Background: an optimization exercise with open tools, aiming at small area. Do not read the settings as production practice. In this exercise RTL edits were held to simulation tests only and were not proved equivalent to the original. The clock input has no modelled driver; a real chip could not lean on it and would need a root buffer or a full tree. No activity file was given, so power comes from the tool's default toggle rates.

Setup of PW:
Design led_interface, start of the top module:
module led_interface #(
  parameter clock_freq      = 20_000    ,
  parameter blink_period_ms = 100       ,
  parameter pause_before_ms = 1_000     ,
  parameter pause_after_ms  = 1_000     ,
  parameter bits_count      = 8
) (
  input                   clk          ,
  input                   reset        ,
  input  [bits_count-1:0] parallel_code,
  output                  serial_code
);
For scale: ~27 flip-flops, about 11 I/O pins.
clock: 6.0 ns
lec_check: 0
cap_margin: 5
core_area: 2 2 64 64
die_area: 0 0 66 66
gpl_timing_driven: 0
place_density: 0.95
slew_margin: 5
standard.sh (not shown) runs the stock make flow with config.mk's settings and CLKGATE_MAP_FILE= SYNTH_SCRIPT=/design/flow/synth_recipe.tcl, a recipe that flattens the netlist after the stock synthesis.
==> flow/flow/run.sh <==
#!/bin/bash
# Own layout flow: the standard flow (standard.sh) with these changes.
#  - Synthesis is the standard flow's script with an area-oriented ABC script and no
#    ha/fa extraction (flow/synth_area.tcl); registers and names unchanged.
#  - After floorplan, every cell is swapped for its family's smallest drive
#    strength (flow/downsize.tcl); later repair steps size up where needed.
#  - Ports are buffered with buf_1 instead of the default buffer.
#  - After CTS, the clock tree is collapsed into one buffer that drives every
#    register (flow/one_clkbuf.tcl).
# Each step's output goes to a log file in the work folder; ORFS's own logs
# stay under orfs/logs.
set -euo pipefail
W=$(pwd)
bash standard.sh SYNTH_SCRIPT="$W/flow/synth_area.tcl" synth > "$W/synth.log" 2>&1
bash standard.sh \
  POST_FLOORPLAN_TCL="$W/flow/downsize.tcl" \
  BUFFER_PORTS_ARGS="-buffer_cell sky130_fd_sc_hd__buf_1" \
  POST_CTS_TCL="$W/flow/one_clkbuf.tcl" \
  finish > "$W/layout.log" 2>&1
==> flow/flow/one_clkbuf.tcl <==
# Run after CTS: collapse the clock tree into one buffer.  Every flip-flop
# clock pin moves onto the root buffer's output net, the other clock buffers
# and the dummy loads CTS added are deleted, and the root buffer becomes
# the smallest buffer that keeps the clock slew in bounds.  All registers then get the clock through the same single
# buffer (no skew is added or used).
set cells {sky130_fd_sc_hd__clkbuf_8 sky130_fd_sc_hd__buf_8 sky130_fd_sc_hd__buf_12 sky130_fd_sc_hd__clkbuf_16 sky130_fd_sc_hd__buf_16}
set block [ord::get_db_block]
set clk_net [$block findNet clk]
set root ""
foreach it [$clk_net getITerms] {
  if { [$it isInputSignal] } { set root [$it getInst] }
}
if { $root eq "" } { error "one_clkbuf: no buffer on net clk" }
set root_out ""
foreach it [$root getITerms] { if { [$it isOutputSignal] } { set root_out [$it getNet] } }
set root_name [$root getName]
puts "one_clkbuf: root $root_name ([[$root getMaster] getName]) drives [$root_out getName]"
# walk the tree below the root
set todo [list $root_out]
set sinks {}
set bufs {}
while { [llength $todo] } {
  set net [lindex $todo 0]
  set todo [lrange $todo 1 end]
  foreach it [$net getITerms] {
    if { ![$it isInputSignal] } { continue }
    set inst [$it getInst]
    set m [[$inst getMaster] getName]
    if { [string match "sky130_fd_sc_hd__clkbuf_*" $m] || [string match "sky130_fd_sc_hd__clkinv_*" $m] || [string match "sky130_fd_sc_hd__buf_*" $m] } {
      set out ""
      foreach o [$inst getITerms] { if { [$o isOutputSignal] && [$o getNet] ne "NULL" } { set out [$o getNet] } }
      if { [string match "sky130_fd_sc_hd__clkinv_*" $m] && $out ne "" } { error "one_clkbuf: inverter [$inst getName] in the clock tree" }
      lappend bufs $inst
      if { $out ne "" } { lappend todo $out }
    } else {
      if { $net ne $root_out } { lappend sinks [list [$inst getName] [[$it getMTerm] getName]] }
    }
  }
}
foreach b $bufs {
  set name [$b getName]
  set out ""
  foreach o [$b getITerms] { if { [$o isOutputSignal] && [$o getNet] ne "NULL" } { set out [$o getNet] } }
  foreach o [$b getITerms] { if { [$o getNet] ne "NULL" && ![$o isOutputSignal] } { $o disconnect } }
  delete_instance $name
  if { $out ne "" } {
    foreach it [$out getITerms] { $it disconnect }
    delete_net [$out getName]
  }
}
foreach s $sinks {
  lassign $s iname pname
  set it [[$block findInst $iname] findITerm $pname]
  if { [$it getNet] ne "NULL" } { $it disconnect }
  $it connect $root_out
}
puts "one_clkbuf: [llength $bufs] buffers/loads removed, [llength $sinks] sinks on $root_name"
set target 0.110
if { [info exists ::env(ONE_CLKBUF_SLEW)] } { set target $::env(ONE_CLKBUF_SLEW) }
foreach cell $cells {
  replace_cell [get_cells $root_name] $cell
  estimate_parasitics -placement
  set worst 0
  foreach s $sinks {
    lassign $s iname pname
    set sl [get_property [get_pins $iname/$pname] slew_max]
    if { $sl > $worst } { set worst $sl }
  }
  puts "one_clkbuf: $cell worst clock pin slew (placement estimate) $worst"
  if { $worst <= $target } { break }
}
# put the buffer at the centre of its sinks and legalise
set sx 0; set sy 0
foreach s $sinks {
  set bb [[$block findInst [lindex $s 0]] getBBox]
  set sx [expr { $sx + ([$bb xMin] + [$bb xMax]) / 2 }]
  set sy [expr { $sy + ([$bb yMin] + [$bb yMax]) / 2 }]
}
set rinst [$block findInst $root_name]
set w [[$rinst getMaster] getWidth]
set h [[$rinst getMaster] getHeight]
$rinst setLocation [expr { $sx / [llength $sinks] - $w / 2 }] [expr { $sy / [llength $sinks] - $h / 2 }]
$rinst setPlacementStatus PLACED
detailed_placement
check_placement
Other scripts of this flow, unchanged in this note and not shown: flow/flow/abc_area.script, flow/flow/downsize.tcl, flow/flow/synth_area.tcl
The following lists how AL was set up differently from PW:
--- a/flow/flow/one_clkbuf.tcl
+++ b/flow/flow/one_clkbuf.tcl
@@ -56,5 +56,5 @@
 }
 puts "one_clkbuf: [llength $bufs] buffers/loads removed, [llength $sinks] sinks on $root_name"
-set target 0.110
+set target 0.135
 if { [info exists ::env(ONE_CLKBUF_SLEW)] } { set target $::env(ONE_CLKBUF_SLEW) }
 foreach cell $cells {
### Flow results
- Compared with PW, in AL fraction of the core area covered by cells at the end of the flow shows no meaningful change, wire length shows a reduction of 38 um, timing-limited maximum frequency shows a reduction of about 0.37%, synthesis-to-finish area growth shows a reduction of 0.52 points, number of max-capacitance violations reported shows no meaningful change.
- Taking PW as the reference, in AL share of the clock period used by the worst path picked up an extra 0.18 points; multi-input logic area held; total power went down; part of the power in combinational logic saw little to no change.

==> what the ideal ports hide <==
The flow's constraints put no driver on any port. The routed layouts listed below were extracted and timed again, unchanged, in two steps.
Step 1 sets driving cells, clkbuf_16 on the clock port and buf_2 on the other inputs (assumed; they add their load-dependent delay and slew).
Step 2 adds t to the input delays and takes it off the output delays; t is the mean of the earliest and latest rising clock arrival at the registers after step 1. Input paths then give back, and output paths get back, about the clock's delay inside the block.
Slacks: ideal / step 1 / step 2; pairs: ideal / step 1.
| run | t (ns) | setup WS [ns] | hold slack, ns | worst register clock-pin slew, ns |
|---|---|---|---|---|
| PW | 0.157 | 3.036 / 3.009 / 3.166 | 0.388 / 0.388 / 0.388 | 0.10 / 0.10 |
| AL | 0.170 | 3.025 / 3.000 / 3.170 | 0.394 / 0.394 / 0.394 | 0.13 / 0.13 |
After both steps setup and hold are still met in every run listed.
